From an optimization exercise on the open Yosys and OpenROAD flow, aimed at small area, a short achievable clock period and few clock cycles; shortcuts taken in it are not production practice.
RTL that was checked went through simulation tests only; none was proved equivalent to the original.
Power is estimated from default activity; no workload was simulated.

==> module mips_core, before the edit <==
module mips_core(
    input         clk,
    input         rst_n,
    output [31:0] imem_addr,
    input  [31:0] imem_data,
    output [31:0] dmem_addr,
    output [31:0] dmem_wdata,
    output        dmem_we,
    input  [31:0] dmem_rdata
);
reg  [9:0]  pc;           
reg  [31:0] ir;           
reg         v2;           
reg  [9:0]  pc2;          
reg  [31:0] sel_a;        
reg  [31:0] sel_b;        
reg  [31:0] x3;           
reg  [31:0] y3;           
reg  [4:0]  rd3;
reg         wr3, st3, ld3, mul3;
reg         slt3, lt3;    
reg  [31:0] ws4, wc4;     
reg  [4:0]  rd4;
reg         wr4;
assign imem_addr  = {20'b0, pc, 2'b00};
assign dmem_addr  = x3;
assign dmem_wdata = y3;
assign dmem_we    = st3;
wire [31:0] w4 = ws4 + wc4;
wire [5:0] op = ir[31:26];
wire [5:0] fn = ir[5:0];
wire [4:0] rs = ir[25:21];
wire [4:0] rt = ir[20:16];
wire [4:0] rd = ir[15:11];
wire is_r    = (op == 6'h00);
wire is_lw   = (op == 6'h23);
wire is_sw   = (op == 6'h2B);
wire is_addi = (op == 6'h08);
wire is_beq  = (op == 6'h04);
wire use_rs  = is_r | is_lw | is_sw | is_addi | is_beq;
wire use_rt  = is_r | is_sw | is_beq;
wire f_sub   = (fn == 6'h22);
wire f_slt   = (fn == 6'h2A);
wire f_mul   = (fn == 6'h1C);
wire [31:0] rf_a, rf_b;
wire        rf_va, rf_vb;
reg_file rf (
    .clk(clk), .rst_n(rst_n),
    .sa(sel_a), .sb(sel_b),
    .we(wr4), .wa(rd4), .wd(w4),
    .qa(rf_a), .qb(rf_b), .va(rf_va), .vb(rf_vb)
);
wire hit3a = wr3 & (rd3 == rs);
wire hit3b = wr3 & (rd3 == rt);
wire hit4a = wr4 & (rd4 == rs);
wire hit4b = wr4 & (rd4 == rt);
wire [31:0] r3 = slt3 ? {32{lt3}} : x3;     
wire        sa3 = hit3a;
wire        sa4 = ~hit3a & hit4a;
wire        saf = ~hit3a & ~hit4a & rf_va;
wire        sb3 = hit3b;
wire        sb4 = ~hit3b & hit4b;
wire        sbf = ~hit3b & ~hit4b & rf_vb;
wire [31:0] a = ({32{sa3}} & r3) | ({32{sa4}} & w4) | ({32{saf}} & rf_a);
wire [31:0] b = ({32{sb3}} & r3) | ({32{sb4}} & w4) | ({32{sbf}} & rf_b);
wire stall = v2 & (ld3 | mul3) & ((use_rs & hit3a) | (use_rt & hit3b));
wire [31:0] imm  = {{16{ir[15]}}, ir[15:0]};
wire        sub  = is_r & (f_sub | f_slt);
wire [31:0] bop  = ({32{is_r & ~f_mul}} & b) | ({32{~is_r}} & imm);
wire [33:0] sum  = {1'b0, a, 1'b1} + {1'b0, bop ^ {32{sub}}, sub};
wire        ltu  = ~sum[33];
wire [31:0] res  = sum[32:1];
wire       taken    = v2 & is_beq & (a == b);
wire       redirect = taken & ~stall & (rs != rt) & (ir[9:0] != 10'd0);
wire [10:0] btgt2   = {pc2, 1'b1} + {ir[9:0], 1'b1};    
wire [9:0] btgt     = btgt2[10:1];
wire [9:0] pc1 = pc + 10'd1;
wire       f_j = (imem_data[31:26] == 6'h02);
wire       f_b = (imem_data[31:26] == 6'h04) & (imem_data[25:21] == imem_data[20:16]);
wire [9:0] f_btgt = pc1 + imem_data[9:0];
always @(posedge clk or negedge rst_n) begin
    if (!rst_n) begin
        pc <= 10'd0;
        v2 <= 1'b0;
    end else if (stall) begin
        pc <= pc2;
        v2 <= 1'b0;
    end else begin
        if (redirect) begin
            pc <= btgt;
            v2 <= 1'b0;
        end else begin
            pc <= f_j ? imem_data[9:0] : f_b ? f_btgt : pc1;
            v2 <= 1'b1;
        end
    end
end
always @(posedge clk) begin
    ir    <= imem_data;
    pc2   <= pc;
    sel_a <= 32'd1 << imem_data[25:21];
    sel_b <= 32'd1 << imem_data[20:16];
end
always @(posedge clk or negedge rst_n) begin
    if (!rst_n) begin
        wr3 <= 1'b0;
        st3 <= 1'b0;
    end else begin
        wr3 <= v2 & ~stall & (is_r | is_lw | is_addi);
        st3 <= v2 & ~stall & is_sw;
    end
end
always @(posedge clk) begin
    x3   <= res;
    y3   <= b;
    rd3  <= is_r ? rd : rt;
    ld3  <= is_lw;
    mul3 <= is_r & f_mul;
    slt3 <= is_r & f_slt;
    lt3  <= ltu;
end
wire [31:0] ms, mc;
mul32lo mul (.a(x3), .b(y3), .s(ms), .c(mc));
always @(posedge clk or negedge rst_n) begin
    if (!rst_n)
        wr4 <= 1'b0;
    else
        wr4 <= wr3;
end
always @(posedge clk) begin
    ws4 <= ld3 ? dmem_rdata : mul3 ? ms : r3;
    wc4 <= (mul3 & ~ld3) ? mc : 32'b0;
    rd4 <= rd3;
end
endmodule
clock: 19.0 ns
lec_check: 0
cap_margin: 20
core_margin: 2
core_utilization: 45
cts_cluster_diameter: 110
cts_cluster_size: 22
slew_margin: 20
standard.sh (not shown) runs the stock make flow with config.mk's settings and CLKGATE_MAP_FILE= SYNTH_SCRIPT=/design/flow/synth_recipe.tcl, a recipe that flattens the netlist after the stock synthesis.
==> flow/flow/run.sh <==
#!/bin/bash
set -euo pipefail
MARGIN=$(cat flow/margin.txt)
bash standard.sh SETUP_SLACK_MARGIN="$MARGIN" finish > make_finish.log 2>&1
==> flow/flow/margin.txt <==
13.75
Testbench counts at the start, summed over its fixed seeds: cycles 103,356.
Then changed:
--- a/flow/design.v
+++ b/flow/design.v
@@ -906,12 +906,13 @@
 reg         v2;           
 reg  [9:0]  pc2;          
 reg  [31:0] sel_a;        
 reg  [31:0] sel_b;        
 reg  [31:0] x3;           
 reg  [31:0] y3;           
+reg  [31:0] ma3, mb3;     
 reg  [4:0]  rd3;
 reg         wr3, st3, ld3, mul3;
 reg         slt3, lt3;    
 reg  [31:0] ws4, wc4;     
 reg  [4:0]  rd4;
 reg         wr4;
@@ -956,13 +957,13 @@
 wire        sbf = ~hit3b & ~hit4b & rf_vb;
 wire [31:0] a = ({32{sa3}} & r3) | ({32{sa4}} & w4) | ({32{saf}} & rf_a);
 wire [31:0] b = ({32{sb3}} & r3) | ({32{sb4}} & w4) | ({32{sbf}} & rf_b);
 wire stall = v2 & (ld3 | mul3) & ((use_rs & hit3a) | (use_rt & hit3b));
 wire [31:0] imm  = {{16{ir[15]}}, ir[15:0]};
 wire        sub  = is_r & (f_sub | f_slt);
-wire [31:0] bop  = ({32{is_r & ~f_mul}} & b) | ({32{~is_r}} & imm);
+wire [31:0] bop  = is_r ? b : imm;
 wire [33:0] sum  = {1'b0, a, 1'b1} + {1'b0, bop ^ {32{sub}}, sub};
 wire        ltu  = ~sum[33];
 wire [31:0] res  = sum[32:1];
 wire       taken    = v2 & is_beq & (a == b);
 wire       redirect = taken & ~stall & (rs != rt) & (ir[9:0] != 10'd0);
 wire [10:0] btgt2   = {pc2, 1'b1} + {ir[9:0], 1'b1};    
@@ -1003,20 +1004,22 @@
         st3 <= v2 & ~stall & is_sw;
     end
 end
 always @(posedge clk) begin
     x3   <= res;
     y3   <= b;
+    ma3  <= a;
+    mb3  <= b & {32{is_r & f_mul}};
     rd3  <= is_r ? rd : rt;
     ld3  <= is_lw;
     mul3 <= is_r & f_mul;
     slt3 <= is_r & f_slt;
     lt3  <= ltu;
 end
 wire [31:0] ms, mc;
-mul32lo mul (.a(x3), .b(y3), .s(ms), .c(mc));
+mul32lo mul (.a(ma3), .b(mb3), .s(ms), .c(mc));
 always @(posedge clk or negedge rst_n) begin
     if (!rst_n)
         wr4 <= 1'b0;
     else
         wr4 <= wr3;
 end
The changed run produced a clean layout.
Core utilization fell by 2.4 points.
Sequential share of layout area rose by 1.0 points.
Routed wire length fell slightly.
Final area rose slightly.
Combinational power fell by well over a third.
Cell count rose by a few percent.
Via count rose by a few percent.
First-iteration DRC count fell by a few percent.
Total power fell by a few percent.
Synthesized cell count rose by roughly a tenth.
Clock skew rose by 44 ps.
Non-clock buffer count fell by 190.
Synthesized area rose by a few percent.
Testbench counts after the change, summed over its fixed seeds: cycles 103,356.


## MS
Another version of the RTL of mips_core (not shown whole).
Size in the first run: ~1400 flip-flops, ~160 I/O pins, roughly 77000 um2 of cells after synthesis.
==> module reg_file, before the edit <==
module reg_file(
    input         clk,
    input         rst_n,
    input  [31:0] sa,
    input  [31:0] sb,
    input         we,
    input  [4:0]  wa,
    input  [31:0] wd,
    output reg [31:0] qa,
    output reg [31:0] qb,
    output        va,
    output        vb
);
reg [31:0] REG [0:31];
reg [31:0] valid;
integer i;
always @(posedge clk or negedge rst_n) begin
    if (!rst_n)
        valid <= 32'b0;
    else if (we)
        valid[wa] <= 1'b1;
end
always @(posedge clk) begin
    if (we)
        REG[wa] <= wd;
end
assign va = |(sa & valid);
assign vb = |(sb & valid);
always @(*) begin
    qa = 32'b0;
    qb = 32'b0;
    for (i = 0; i < 32; i = i + 1) begin
        qa = qa | ({32{sa[i]}} & REG[i]);
        qb = qb | ({32{sb[i]}} & REG[i]);
    end
end
endmodule
==> module mips_core, before the edit <==
module mips_core(
    input         clk,
    input         rst_n,
    output [31:0] imem_addr,
    input  [31:0] imem_data,
    output [31:0] dmem_addr,
    output [31:0] dmem_wdata,
    output        dmem_we,
    input  [31:0] dmem_rdata
);
reg  [9:0]  pc;           
reg  [31:0] ir;           
reg  [31:0] qa2, qb2;     
reg         va2, vb2;     
reg         v2;           
reg  [9:0]  pc2;          
reg  [31:0] x3;           
reg  [31:0] y3;           
reg  [31:0] ma3, mb3;     
reg  [4:0]  rd3;
reg         wr3, st3, ld3, mul3;
reg         slt3, lt3;    
reg  [31:0] ws4, wc4;     
reg  [4:0]  rd4;
reg         wr4;
reg  [31:0] w5;           
reg  [4:0]  rd5;
reg         wr5;
assign imem_addr  = {20'b0, pc, 2'b00};
assign dmem_addr  = x3;
assign dmem_wdata = y3;
assign dmem_we    = st3;
wire [31:0] w4 = ws4 + wc4;
wire [5:0] op = ir[31:26];
wire [5:0] fn = ir[5:0];
wire [4:0] rs = ir[25:21];
wire [4:0] rt = ir[20:16];
wire [4:0] rd = ir[15:11];
wire is_r    = (op == 6'h00);
wire is_lw   = (op == 6'h23);
wire is_sw   = (op == 6'h2B);
wire is_addi = (op == 6'h08);
wire is_beq  = (op == 6'h04);
wire use_rs  = is_r | is_lw | is_sw | is_addi | is_beq;
wire use_rt  = is_r | is_sw | is_beq;
wire f_sub   = (fn == 6'h22);
wire f_slt   = (fn == 6'h2A);
wire f_mul   = (fn == 6'h1C);
wire [31:0] rf_a, rf_b;
wire        rf_va, rf_vb;
reg_file rf (
    .clk(clk), .rst_n(rst_n),
    .sa(32'd1 << imem_data[25:21]), .sb(32'd1 << imem_data[20:16]),
    .we(wr4), .wa(rd4), .wd(w4),
    .qa(rf_a), .qb(rf_b), .va(rf_va), .vb(rf_vb)
);
wire hit3a = wr3 & (rd3 == rs);
wire hit3b = wr3 & (rd3 == rt);
wire hit4a = wr4 & (rd4 == rs);
wire hit4b = wr4 & (rd4 == rt);
wire hit5a = wr5 & (rd5 == rs);
wire hit5b = wr5 & (rd5 == rt);
wire [31:0] r3 = slt3 ? {32{lt3}} : x3;     
wire        sa3 = hit3a;
wire        sa4 = ~hit3a & hit4a;
wire        sa5 = ~hit3a & ~hit4a & hit5a;
wire        saf = ~hit3a & ~hit4a & ~hit5a & va2;
wire        sb3 = hit3b;
wire        sb4 = ~hit3b & hit4b;
wire        sb5 = ~hit3b & ~hit4b & hit5b;
wire        sbf = ~hit3b & ~hit4b & ~hit5b & vb2;
wire [31:0] a = ({32{sa3}} & r3) | ({32{sa4}} & w4) | ({32{sa5}} & w5) | ({32{saf}} & qa2);
wire [31:0] b = ({32{sb3}} & r3) | ({32{sb4}} & w4) | ({32{sb5}} & w5) | ({32{sbf}} & qb2);
wire stall = v2 & (ld3 | mul3) & ((use_rs & hit3a) | (use_rt & hit3b));
wire [31:0] imm  = {{16{ir[15]}}, ir[15:0]};
wire        sub  = is_r & (f_sub | f_slt);
wire [31:0] bop  = is_r ? b : imm;
wire [33:0] sum  = {1'b0, a, 1'b1} + {1'b0, bop ^ {32{sub}}, sub};
wire        ltu  = ~sum[33];
wire [31:0] res  = sum[32:1];
wire       taken    = v2 & is_beq & (a == b);
wire       redirect = taken & ~stall & (rs != rt) & (ir[9:0] != 10'd0);
wire [10:0] btgt2   = {pc2, 1'b1} + {ir[9:0], 1'b1};    
wire [9:0] btgt     = btgt2[10:1];
wire [9:0] pc1 = pc + 10'd1;
wire       f_j = (imem_data[31:26] == 6'h02);
wire       f_b = (imem_data[31:26] == 6'h04) & (imem_data[25:21] == imem_data[20:16]);
wire [9:0] f_btgt = pc1 + imem_data[9:0];
always @(posedge clk or negedge rst_n) begin
    if (!rst_n) begin
        pc <= 10'd0;
        v2 <= 1'b0;
    end else if (stall) begin
        pc <= pc2;
        v2 <= 1'b0;
    end else begin
        if (redirect) begin
            pc <= btgt;
            v2 <= 1'b0;
        end else begin
            pc <= f_j ? imem_data[9:0] : f_b ? f_btgt : pc1;
            v2 <= 1'b1;
        end
    end
end
always @(posedge clk) begin
    ir    <= imem_data;
    qa2   <= rf_a;
    qb2   <= rf_b;
    va2   <= rf_va;
    vb2   <= rf_vb;
    pc2   <= pc;
end
always @(posedge clk or negedge rst_n) begin
    if (!rst_n) begin
        wr3 <= 1'b0;
        st3 <= 1'b0;
    end else begin
        wr3 <= v2 & ~stall & (is_r | is_lw | is_addi);
        st3 <= v2 & ~stall & is_sw;
    end
end
always @(posedge clk) begin
    x3   <= res;
    y3   <= b;
    ma3  <= a;
    mb3  <= b & {32{is_r & f_mul}};
    rd3  <= is_r ? rd : rt;
    ld3  <= is_lw;
    mul3 <= is_r & f_mul;
    slt3 <= is_r & f_slt;
    lt3  <= ltu;
end
wire [31:0] ms, mc;
mul32lo mul (.a(ma3), .b(mb3), .s(ms), .c(mc));
always @(posedge clk or negedge rst_n) begin
    if (!rst_n) begin
        wr4 <= 1'b0;
        wr5 <= 1'b0;
    end else begin
        wr4 <= wr3;
        wr5 <= wr4;
    end
end
always @(posedge clk) begin
    w5  <= w4;
    rd5 <= rd4;
end
always @(posedge clk) begin
    ws4 <= ld3 ? dmem_rdata : mul3 ? ms : r3;
    wc4 <= (mul3 & ~ld3) ? mc : 32'b0;
    rd4 <= rd3;
end
endmodule
==> flow/config.mk <==
export PLATFORM = sky130hd
export DESIGN_NAME = mips_core
export DESIGN_NICKNAME = mips_core
export VERILOG_FILES = /design/flow/design.v
export SDC_FILE = /design/flow/constraint.sdc
export NUM_CORES = 4
export LEC_CHECK = 0
export CAP_MARGIN = 20
export CORE_MARGIN = 2
export CORE_UTILIZATION = 45
export SLEW_MARGIN = 20
==> flow/constraint.sdc <==
create_clock -name core_clock -period 19.0 [get_ports {clk}]
set_input_delay 3.8000 -clock core_clock [delete_from_list [all_inputs] [get_ports {clk}]]
set_output_delay 3.8000 -clock core_clock [all_outputs]
set_load 0.01 [all_outputs]
==> flow/flow/margin.txt <==
13.8
Scripts as last shown in full above: flow/flow/run.sh
MS went all the way through the flow, and no timing, DRC or antenna check failed.
[inputs] TR vs MS
--- a/flow/design.v
+++ b/flow/design.v
@@ -1,19 +1,18 @@
 module reg_file(
     input         clk,
     input         rst_n,
-    input  [31:0] sa,
-    input  [31:0] sb,
+    input  [4:0]  ra,
+    input  [4:0]  rb,
     input         we,
     input  [4:0]  wa,
     input  [31:0] wd,
-    output reg [31:0] qa,
-    output reg [31:0] qb,
+    output [31:0] qa,
+    output [31:0] qb,
     output        va,
     output        vb
 );
 reg [31:0] REG [0:31];
 reg [31:0] valid;
-integer i;
 always @(posedge clk or negedge rst_n) begin
     if (!rst_n)
         valid <= 32'b0;
@@ -24,16 +23,10 @@
     if (we)
         REG[wa] <= wd;
 end
-assign va = |(sa & valid);
-assign vb = |(sb & valid);
-always @(*) begin
-    qa = 32'b0;
-    qb = 32'b0;
-    for (i = 0; i < 32; i = i + 1) begin
-        qa = qa | ({32{sa[i]}} & REG[i]);
-        qb = qb | ({32{sb[i]}} & REG[i]);
-    end
-end
+assign va = valid[ra];
+assign vb = valid[rb];
+assign qa = REG[ra];
+assign qb = REG[rb];
 endmodule
 module mul32lo (
   input  [31:0] a,
@@ -943,7 +936,7 @@
 wire        rf_va, rf_vb;
 reg_file rf (
     .clk(clk), .rst_n(rst_n),
-    .sa(32'd1 << imem_data[25:21]), .sb(32'd1 << imem_data[20:16]),
+    .ra(imem_data[25:21]), .rb(imem_data[20:16]),
     .we(wr4), .wa(rd4), .wd(w4),
     .qa(rf_a), .qb(rf_b), .va(rf_va), .vb(rf_vb)
 );
--- outcome ---
- Compared to MS, TR has post-cts repair resize count 2 higher.
- TR: fraction of area in multi-input gates is 2.1 points higher than what MS reported.
- Compared to MS, TR reaches a higher achievable clock.
- The capturing element of the worst setup path comes out qa2[0] in one run and pc[8] in the other, namely in TR and MS respectively.
- Buffers inserted during post-CTS setup optimization: TR vs MS down about 28%
- The run showing the smaller non-clock buffer count is TR.
- Against MS, TR comes in 1.51 ns lower on minimum setup slack after placement.
- Relative to MS, post-synthesis to final-layout area growth decreased by 2.8 points in TR.
No functional check of the RTL was part of any run of this note.

[what the ideal ports hide]
No port has a modelled driver above. Below, the same layouts with a new extraction and two added sets of constraints. Step 1 (the two cells are an assumption about what drives the block):
set clk [get_ports {clk}]
set_driving_cell -lib_cell sky130_fd_sc_hd__clkbuf_16 $clk
set_driving_cell -lib_cell sky130_fd_sc_hd__buf_2 [delete_from_list [all_inputs] $clk]
Step 2 moves the port delays by t, midway between the first and last clock arrival at a register: inputs arrive t later, outputs are due t later. That takes back most of the time a late clock gives input paths. a / b / c = no drivers / after step 1 / after step 2; a / b = the first two.
| run | t, ns | setup slack, ns | worst hold slack (ns) |
|---|---|---|---|
| the first run of note 1 | 0.806 | 13.498 / 13.498 / 12.836 | 0.392 / 0.392 / 0.392 |
| the second run of note 1 | 0.821 | 13.535 / 13.535 / 12.898 | 0.383 / 0.383 / 0.383 |
| MS | 0.914 | 13.701 / 13.708 / 12.832 | 0.384 / 0.384 / 0.384 |
| TR | 0.899 | 13.796 / 13.688 / 12.789 | 0.394 / 0.394 / 0.394 |
After both steps setup and hold are still met in every run listed. For TR, which loses most, drivers alone change the setup slack by -0.108 ns; drivers and shift together by -1.007 ns.
